Background: an optimization exercise with open tools, aiming at small area. Do not read the settings as production practice.
At most, simulation tests tie the RTL to the original design; equivalence was not proved.
Power figures rest on the tool's default switching activity, not on a simulated workload.

==> sierra: inputs <==
// alog_top
module alog_top (rstn, clk, buffer_2, buffer_3, reff, head_flag, dout, weight_2_in_0);
input rstn, clk, head_flag;
input [13:0] buffer_2, buffer_3, reff;
output [31:0] weight_2_in_0;
output reg [13:0] dout;
wire [13:0] d_2, d_3;
reg [11:0] counter, counter_pre;
reg [5:0] curr_state, next_state;
reg stop_state, stb_state, adap_filter_state, weight_cal_state, shift_data_state;
always @(posedge clk or negedge rstn)
    if (rstn == 0)
        {stb_state, shift_data_state, weight_cal_state, adap_filter_state, stop_state} <= 5'd0;
    else
        {stb_state, shift_data_state, weight_cal_state, adap_filter_state, stop_state} <= curr_state[4:0];
always @(posedge clk or negedge rstn)
    if (rstn == 0)
        counter_pre <= 12'd0;
    else if (counter_pre == 12'd2128)
        counter_pre <= 12'd0;
    else if (stop_state | stb_state)
        counter_pre <= 12'd0;
    else
        counter_pre <= counter_pre + 12'd1;
always @(posedge clk or negedge rstn)
    if (rstn == 0)
        counter <= 12'd0;
    else
        counter <= counter_pre;
always @(posedge clk or negedge rstn)
    if (rstn == 0)
        curr_state <= 6'd1;
    else
        curr_state <= next_state;
always @(*)
    case (curr_state)
    6'd1    : next_state = head_flag ? 6'd2 : 6'd1;
    6'd2    : next_state = (counter == 12'd2078) ? 6'd4 : 6'd2;
    6'd4    : next_state = (counter == 12'd2113) ? 6'd8 : 6'd4;
  ...
==> module adaptive_filter, before the edit <==
module adaptive_filter (clk, rstn, shift, x_t0, x_t1, x_in, b_t0, b_t1, b_x1, b_in,
                        a_e, a_ring, a_w0, wv, mac, mac_first, capture, flag_16, e_load, upd_w0, wr_ring,
                        sq_add, sq_sub, nz_load, v32, byp, reff_31, w0, d);
parameter CH2 = 1;
input clk, rstn, shift;
input [13:0] x_t0, x_t1, x_in;
input b_t0, b_t1, b_x1, b_in, a_e, a_ring, a_w0;
input wv, mac, mac_first, capture, flag_16, e_load, upd_w0, wr_ring, sq_add, sq_sub, nz_load, v32, byp;
input [13:0] reff_31;
output [31:0] w0;
output [13:0] d;
reg [13:0] e;
reg [31:0] d_sum, n, sq;
reg flag_n, nz31;
reg [13:0] x1;
reg [31:0] w0_r;
wire [31:0] w_tap;
generate if (CH2) begin : g_x1
    always @(posedge clk or negedge rstn)
        if (rstn == 0)
            x1 <= 14'd0;
        else if (shift)
            x1 <= x_in;
end endgenerate
wire [13:0] b = ({14{b_t0}} & x_t0) | ({14{b_t1}} & x_t1) | ({14{b_in}} & x_in) |
                ((CH2 != 0) ? ({14{b_x1}} & x1) : 14'd0);
wire [31:0] a = ({32{a_ring}} & w_tap) | ((CH2 != 0) ? ({32{a_w0}} & w0_r) : 32'd0) |
                {18'd0, ({14{a_e}} & e) | ({14{sq_add | sq_sub}} & b)};
wire [36:0] p;
mul32x14 mul (.a(a), .b(b), .p(p));
wire [31:0] w_old = ((CH2 != 0) && upd_w0) ? w0_r : (wv ? w_tap : 32'd0);
wire [31:0] w_new = w_old + {7'd0, p[24:0]};
ram_weight ram_weight_1 (.clk(clk), .wr_en(wr_ring), .wr_data(w_new), .byp(byp), .tap(w_tap));
generate if (CH2) begin : g_w0
    always @(posedge clk or negedge rstn)
        if (rstn == 0)
            w0_r <= 32'd0;
        else if (upd_w0)
            w0_r <= w_new;
end endgenerate
assign w0 = w0_r;
always @(posedge clk or negedge rstn)
    if (rstn == 0)
        d_sum <= 32'd0;
    else if (flag_n & mac)
        d_sum <= (mac_first ? 32'd0 : d_sum) + p[36:5];
always @(posedge clk or negedge rstn)
    if (rstn == 0)
        sq <= 32'd0;
    else if (sq_add)
        sq <= sq + {4'd0, p[27:0]};
    else if (sq_sub)
        sq <= sq - {4'd0, p[27:0]};
always @(posedge clk or negedge rstn)
    if (rstn == 0)
        n <= 32'd0;
    else if (capture & flag_n)
        n <= sq;
always @(posedge clk or negedge rstn)
    if (rstn == 0) begin
        nz31 <= 1'b0;
        flag_n <= 1'b0;
    end else begin
        if (nz_load)
            nz31 <= v32 & (|x_t0);
        if (shift)
            flag_n <= nz31;
    end
wire div_state;
divdiv divdiv_1 (.dividend(d_sum), .divisor(n), .div_state(div_state), .clk(clk), .rstn(rstn),
                 .enable(~flag_16 & flag_n), .result(d));
always @(posedge clk or negedge rstn)
    if (rstn == 0)
        e <= 14'd0;
    else if (div_state & e_load)
        e <= d[13] ? reff_31 + d : reff_31 - d;
endmodule
==> module mul32x14, before the edit <==
module mul32x14 (a, b, p);
input [31:0] a;
input [13:0] b;
output [36:0] p;
wire [16:0] bb = {2'b00, b, 1'b0};
wire [33:0] a2 = {1'b0, a, 1'b0};
wire [33:0] a1 = {2'b00, a};
reg [36:0] rows [0:7];
reg [6:0] neg;
reg b0, b1, bm, s1, s2, ng;
reg [33:0] r;
integer i;
always @(*) begin
    for (i = 0; i < 7; i = i + 1) begin
        bm = bb[2*i]; b0 = bb[2*i+1]; b1 = bb[2*i+2];
        s1 = b0 ^ bm;                                 
        s2 = (b1 & ~b0 & ~bm) | (~b1 & b0 & bm);     
        ng = b1 & ~(b0 & bm);                        
        r = (({34{s1}} & a1) | ({34{s2}} & a2)) ^ {34{ng}};
        neg[i] = ng;
        rows[i] = {3'b000, r[32:0]} << (2*i);
    end
    rows[7] = ({37{b[13]}} & {5'd0, a}) << 14;       
end
wire [36:0] negs = {23'd0, neg[6], 1'b0, neg[5], 1'b0, neg[4], 1'b0, neg[3], 1'b0, neg[2], 1'b0, neg[1], 1'b0, neg[0]};
wire [36:0] corr = {neg[0], neg[0], neg[0], neg[0], 33'd0} + {neg[1], neg[1], 35'd0};
assign p = rows[0] + rows[1] + rows[2] + rows[3] + rows[4] + rows[5] + rows[6] + rows[7] + negs + corr;
endmodule
clock: 12.0 ns
lec_check: 0
cap_margin: 20
core_margin: 2
core_utilization: 60
place_density: 0.7
slew_margin: 20
run.sh (not shown) runs the stock make flow with config.mk's settings and CLKGATE_MAP_FILE= SYNTH_SCRIPT=/design/flow/synth_recipe.tcl, a recipe that flattens the netlist after the stock synthesis.
==> violet: changes against sierra <==
- CTS_CLUSTER_DIAMETER: not set -> 80
- CTS_CLUSTER_SIZE: not set -> 30
==> delta: changes against sierra <==
--- a/flow/design.v
+++ b/flow/design.v
@@ -74,4 +74,7 @@
                 {18'd0, ({14{a_e}} & e) | ({14{sq_add | sq_sub}} & b)};
+wire sq_op = sq_add | sq_sub;
+wire [36:0] addend = mac ? {(mac_first ? 32'd0 : d_sum), 5'd0} :
+                     sq_op ? {5'd0, sq ^ {32{sq_sub}}} : 37'd0;
 wire [36:0] p;
-mul32x14 mul (.a(a), .b(b), .p(p));
+mul32x14 mul (.a(a), .b(b), .c(addend), .p(p));
 wire [31:0] w_old = ((CH2 != 0) && upd_w0) ? w0_r : (wv ? w_tap : 32'd0);
@@ -91,3 +94,3 @@
     else if (flag_n & mac)
-        d_sum <= (mac_first ? 32'd0 : d_sum) + p[36:5];
+        d_sum <= p[36:5];
 always @(posedge clk or negedge rstn)
@@ -95,6 +98,4 @@
         sq <= 32'd0;
-    else if (sq_add)
-        sq <= sq + {4'd0, p[27:0]};
-    else if (sq_sub)
-        sq <= sq - {4'd0, p[27:0]};
+    else if (sq_op)
+        sq <= p[31:0] ^ {32{sq_sub}};
 always @(posedge clk or negedge rstn)
@@ -123,5 +124,6 @@
 endmodule
-module mul32x14 (a, b, p);
+module mul32x14 (a, b, c, p);
 input [31:0] a;
 input [13:0] b;
+input [36:0] c;
 output [36:0] p;
@@ -149,3 +151,3 @@
 wire [36:0] corr = {neg[0], neg[0], neg[0], neg[0], 33'd0} + {neg[1], neg[1], 35'd0};
-assign p = rows[0] + rows[1] + rows[2] + rows[3] + rows[4] + rows[5] + rows[6] + rows[7] + negs + corr;
+assign p = rows[0] + rows[1] + rows[2] + rows[3] + rows[4] + rows[5] + rows[6] + rows[7] + negs + corr + c;
 endmodule
- CTS_CLUSTER_DIAMETER: not set -> 80
- CTS_CLUSTER_SIZE: not set -> 30
==> xenon: changes against sierra <==
--- a/flow/design.v
+++ b/flow/design.v
@@ -74,4 +74,7 @@
                 {18'd0, ({14{a_e}} & e) | ({14{sq_add | sq_sub}} & b)};
+wire sq_op = sq_add | sq_sub;
+wire [36:0] addend = mac ? {(mac_first ? 32'd0 : d_sum), 5'd0} :
+                     sq_op ? {5'd0, sq ^ {32{sq_sub}}} : 37'd0;
 wire [36:0] p;
-mul32x14 mul (.a(a), .b(b), .p(p));
+mul32x14 mul (.a(a), .b(b), .c(addend), .p(p));
 wire [31:0] w_old = ((CH2 != 0) && upd_w0) ? w0_r : (wv ? w_tap : 32'd0);
@@ -91,3 +94,3 @@
     else if (flag_n & mac)
-        d_sum <= (mac_first ? 32'd0 : d_sum) + p[36:5];
+        d_sum <= p[36:5];
 always @(posedge clk or negedge rstn)
@@ -95,6 +98,4 @@
         sq <= 32'd0;
-    else if (sq_add)
-        sq <= sq + {4'd0, p[27:0]};
-    else if (sq_sub)
-        sq <= sq - {4'd0, p[27:0]};
+    else if (sq_op)
+        sq <= p[31:0] ^ {32{sq_sub}};
 always @(posedge clk or negedge rstn)
@@ -123,5 +124,6 @@
 endmodule
-module mul32x14 (a, b, p);
+module mul32x14 (a, b, c, p);
 input [31:0] a;
 input [13:0] b;
+input [36:0] c;
 output [36:0] p;
@@ -149,3 +151,3 @@
 wire [36:0] corr = {neg[0], neg[0], neg[0], neg[0], 33'd0} + {neg[1], neg[1], 35'd0};
-assign p = rows[0] + rows[1] + rows[2] + rows[3] + rows[4] + rows[5] + rows[6] + rows[7] + negs + corr;
+assign p = rows[0] + rows[1] + rows[2] + rows[3] + rows[4] + rows[5] + rows[6] + rows[7] + negs + corr + c;
 endmodule
- CTS_CLUSTER_DIAMETER: not set -> 80
- CTS_CLUSTER_SIZE: not set -> 30
- GPL_TIMING_DRIVEN: not set -> 0
==> notes <==
Non-clock buffer count: delta < violet < sierra < xenon.
Against xenon, the power of violet is lower by 0.42%.
Final cell count, highest first: sierra, violet, xenon, delta.
The lowest routed wire length belongs to violet, the highest to xenon.
First-iteration DRC count: xenon > delta > sierra > violet.
In delta the synthesized area is lower than in violet, by about 0.9%.
In delta the die area is lower than in sierra, by about 0.9%.
Design area, lowest first: delta, xenon, violet, sierra.
Only the layout flow was run in sierra and violet; the RTL was not checked for function there.

[what the ideal ports hide]
In the flow no input, the clock included, has a driving cell. The finished layouts below were timed again as built, in two steps.
Step 1: set_driving_cell puts a clkbuf_16 on clk and a buf_2 on each other input, an assumption about the parent block.
Step 2 adds t to the input delays and takes it off the output delays; t is the mean of the earliest and latest rising clock arrival at the registers after step 1. Input paths then give back, and output paths get back, about the clock's delay inside the block.
Three values: ideal, step 1, step 2; two values: the first two.
| run | shift t [ns] | slack for setup (ns) | worst hold slack (ns) | worst setup path at the end |
|---|---|---|---|---|
| sierra | 1.038 | 0.770 / 0.770 / 0.770 | 0.255 / 0.255 / 0.255 | register to register |
| violet | 0.950 | 0.714 / 0.714 / 0.714 | 0.295 / 0.295 / 0.295 | register to register |
| delta | 0.958 | 0.758 / 0.758 / 0.758 | 0.272 / 0.272 / 0.272 | register to register |
| xenon | 0.952 | 0.253 / 0.253 / 0.253 | 0.295 / 0.295 / 0.295 | register to register |
After both steps every run listed still meets setup and hold.
